This design comes from an exercise in tuning for small area, a short achievable clock period and few clock cycles on the open sky130 flow, not from production work.
The RTL was checked by simulation tests, not by an equivalence proof against the original design.
Power figures rest on the tool's default switching activity, not on a simulated workload.

lane 5:
Design rasterizer, start of the top module:
module rasterizer(
        input wire CLK,
        input wire RST,
        input wire START,
        output wire READY,
        input wire [15:0] V0X,
        input wire [15:0] V0Y,
        input wire [15:0] C0,
        input wire [15:0] V1X,
        input wire [15:0] V1Y,
        input wire [15:0] C1,
        input wire [15:0] V2X,
        input wire [15:0] V2Y,
        input wire [15:0] C2,
        output reg [15:0] COLOR,
        output reg [9:0] PX,
        output reg [7:0] PY,
        output reg VALID,
        output reg DONE
);
    reg full, full_d, full_d2, taken;
    reg [15:0] v0x, v0y, v1x, v1y, v2x, v2y, c0, c1, c2;
    assign READY = !full;
    function [31:0] maxmin3(input [15:0] a, input [15:0] b, input [15:0] c);
        reg gab, gac, gbc;
        begin
            gab = a > b; gac = a > c; gbc = b > c;
            maxmin3[31:16] = gab ? (gac ? a : c) : (gbc ? b : c);
            maxmin3[15:0]  = gab ? (gbc ? c : b) : (gac ? c : a);
        end
    endfunction
    function [3:0] msb9(input [8:0] v);
        msb9 = v[8] ? 4'd8 : v[7] ? 4'd7 : v[6] ? 4'd6 : v[5] ? 4'd5 :
               v[4] ? 4'd4 : v[3] ? 4'd3 : v[2] ? 4'd2 : v[1] ? 4'd1 : 4'd0;
    endfunction
    wire [15:0] xmax_u, xmin_u, ymax_u, ymin_u;
    assign {xmax_u, xmin_u} = maxmin3(v0x, v1x, v2x);
    assign {ymax_u, ymin_u} = maxmin3(v0y, v1y, v2y);
    reg [9:0] bx_xmax, bx_xmin, bx_ymax, bx_ymin;
    wire [8:0] bx_w = bx_xmax[8:0] - bx_xmin[8:0];
    wire [7:0] bx_h = bx_ymax[7:0] - bx_ymin[7:0];
    reg [9:0] bb_xmin;
    reg [7:0] bb_ymin;
    reg [8:0] bb_w;
    reg [7:0] bb_h;
    reg [4:0] bb_d;
    always @(posedge CLK) begin
        bx_xmax <= xmax_u[15:6] + xmax_u[5];
        bx_xmin <= xmin_u[15:6] + xmin_u[5];
        bx_ymax <= ymax_u[15:6] + ymax_u[5];
        bx_ymin <= ymin_u[15:6] + ymin_u[5];
        bb_xmin <= bx_xmin;
        bb_ymin <= bx_ymin[7:0];
        bb_w <= bx_w;
        bb_h <= bx_h;
        bb_d <= msb9(bx_w + 9'd1) + msb9({1'b0, bx_h} + 9'd1);
    end
    wire signed [15:0] cA1 = v0y - v1y, cA2 = v1y - v2y, cA3 = v2y - v0y;
    wire signed [15:0] cB1 = v1x - v0x, cB2 = v2x - v1x, cB3 = v0x - v2x;
    localparam U_IDLE = 2'd0, U_MUL = 2'd1, U_WAIT = 2'd2, U_RDY = 2'd3;
    reg [1:0] ustate;
    reg [5:0] msel;         
  ...
clock: 12.0 ns
lec_check: 0
cap_margin: 20
core_margin: 2
core_utilization: 40
slew_margin: 20
tns_end_percent: 0
standard.sh (not shown) runs the stock make flow with config.mk's settings and CLKGATE_MAP_FILE= SYNTH_SCRIPT=/design/flow/synth_recipe.tcl, a recipe that flattens the netlist after the stock synthesis.
==> flow/flow/run.sh <==
#!/bin/bash
set -euo pipefail
bash standard.sh SETUP_SLACK_MARGIN=7.5 finish > standard.log 2>&1
Testbench counts of lane 5, summed over its fixed seeds: cycles 22,438.
[inputs] lane 1 vs lane 5
--- a/flow/design.v
+++ b/flow/design.v
@@ -1,7 +1,30 @@
+module booth_nibble(
+    input wire signed [15:0] ma,
+    input wire b3,
+    input wire b2,
+    input wire b1,
+    input wire b0,
+    input wire bm,
+    output wire signed [19:0] q
+);
+    wire one0 = b0 ^ bm;
+    wire two0 = (b1 & !b0 & !bm) | (!b1 & b0 & bm);
+    wire one1 = b2 ^ b1;
+    wire two1 = (b3 & !b2 & !b1) | (!b3 & b2 & b1);
+    wire [17:0] m1 = {{2{ma[15]}}, ma};
+    wire [17:0] m2 = {ma[15], ma, 1'b0};
+    wire [17:0] mag0 = ({18{one0}} & m1) | ({18{two0}} & m2);
+    wire [17:0] mag1 = ({18{one1}} & m1) | ({18{two1}} & m2);
+    wire [17:0] row0 = mag0 ^ {18{b1}};
+    wire [17:0] row1 = mag1 ^ {18{b3}};
+    wire [19:0] r0 = {{2{row0[17]}}, row0};
+    wire [19:0] r1 = {row1, 2'b00};
+    assign q = r0 + r1 + {17'd0, b3, 1'b0, b1};
+endmodule
 module edge_step(
     input wire signed [24:0] e,
     input wire signed [15:0] a,
     input wire signed [17:0] a3,
     output wire [24:0] s1,
     output wire [24:0] s2,
     output wire [24:0] s3,
@@ -102,23 +125,24 @@
     wire signed [15:0] opa = corner - vsel;
     wire signed [15:0] coef = ({16{msel[0]}} & cA1) | ({16{msel[1]}} & cB1) | ({16{msel[2]}} & cA2)
                             | ({16{msel[3]}} & cB2) | ({16{msel[4]}} & cA3) | ({16{msel[5]}} & cB3);
     reg signed [15:0] ma, mb;
     reg signed [19:0] q0, q1, q2, q3;
     reg op_v, m1_v, m2_v;
     reg [2:0] op_n, m1_n, m2_n;
-    wire signed [4:0] mb0 = {1'b0, mb[3:0]};
-    wire signed [4:0] mb1 = {1'b0, mb[7:4]};
-    wire signed [4:0] mb2 = {1'b0, mb[11:8]};
-    wire signed [3:0] mb3 = mb[15:12];
+    wire signed [19:0] bq0, bq1, bq2, bq3;
+    booth_nibble bn0(.ma(ma), .b3(mb[3]), .b2(mb[2]), .b1(mb[1]), .b0(mb[0]), .bm(1'b0), .q(bq0));
+    booth_nibble bn1(.ma(ma), .b3(mb[7]), .b2(mb[6]), .b1(mb[5]), .b0(mb[4]), .bm(mb[3]), .q(bq1));
+    booth_nibble bn2(.ma(ma), .b3(mb[11]), .b2(mb[10]), .b1(mb[9]), .b0(mb[8]), .bm(mb[7]), .q(bq2));
+    booth_nibble bn3(.ma(ma), .b3(mb[15]), .b2(mb[14]), .b1(mb[13]), .b0(mb[12]), .bm(mb[11]), .q(bq3));
     always @(posedge CLK) begin
-        q0 <= ma * mb0;
-        q1 <= ma * mb1;
-        q2 <= ma * mb2;
-        q3 <= ma * mb3;
+        q0 <= bq0;
+        q1 <= bq1;
+        q2 <= bq2;
+        q3 <= bq3;
     end
     wire [6:0] low6 = q0[5:0] + {q1[1:0], 4'd0};
     wire signed [24:0] t0 = q0 >>> 6;
     wire signed [24:0] t1 = q1 >>> 2;
     wire signed [24:0] t2 = q2 <<< 2;
     wire signed [24:0] t3 = q3 <<< 6;
     wire signed [24:0] t4 = {24'd0, low6[6]};
Findings:
HPWL after detailed placement in lane 1 is about 3.3% higher than in lane 5. [lane 1 vs lane 5] mux cell area share after synthesis: higher in lane 1. Run comparison: lane 5 master of the slowest instance on the critical path sky130_fd_sc_hd__nor2_1; lane 1 master of the slowest instance on the critical path sky130_fd_sc_hd__or4_1. [compare] base=lane 5 new=lane 1: portion of total power attributed to combinational logic dropped 1.0 points, via density per instance went up, final clock period utilization by the worst path essentially unchanged, count of clock-buffer cells in the layout -2.6%. Relative to lane 5, cell count after placement increased by 199 in lane 1.
Testbench counts of lane 1, summed over its fixed seeds: cycles 22,438.

==> static timing again, ports no longer ideal <==
No port has a modelled driver above. Below, the same layouts with a new extraction and two added sets of constraints. Step 1 (the two cells are an assumption about what drives the block):
set clk [get_ports {CLK}]
set_driving_cell -lib_cell sky130_fd_sc_hd__clkbuf_16 $clk
set_driving_cell -lib_cell sky130_fd_sc_hd__buf_2 [delete_from_list [all_inputs] $clk]
Step 2, shift: input delay + t, output delay - t, t = (earliest + latest rising clock arrival at the registers) / 2. This alone moves slack from input paths to output paths. a / b / c = no drivers / after step 1 / after step 2; a / b = the first two.
run | t (ns) | slack for setup (ns) | worst hold slack (ns) | clock arrival spread, ns | worst register clock-pin slew, ns
lane 5 | 0.899 | 7.264 / 7.264 / 7.264 | 0.324 / 0.324 / 0.324 | 0.038 / 0.038 | 0.07 / 0.07
lane 1 | 0.895 | 7.274 / 7.274 / 7.274 | 0.319 / 0.319 / 0.319 | 0.065 / 0.065 | 0.07 / 0.07
After both steps setup and hold are still met in every run listed.
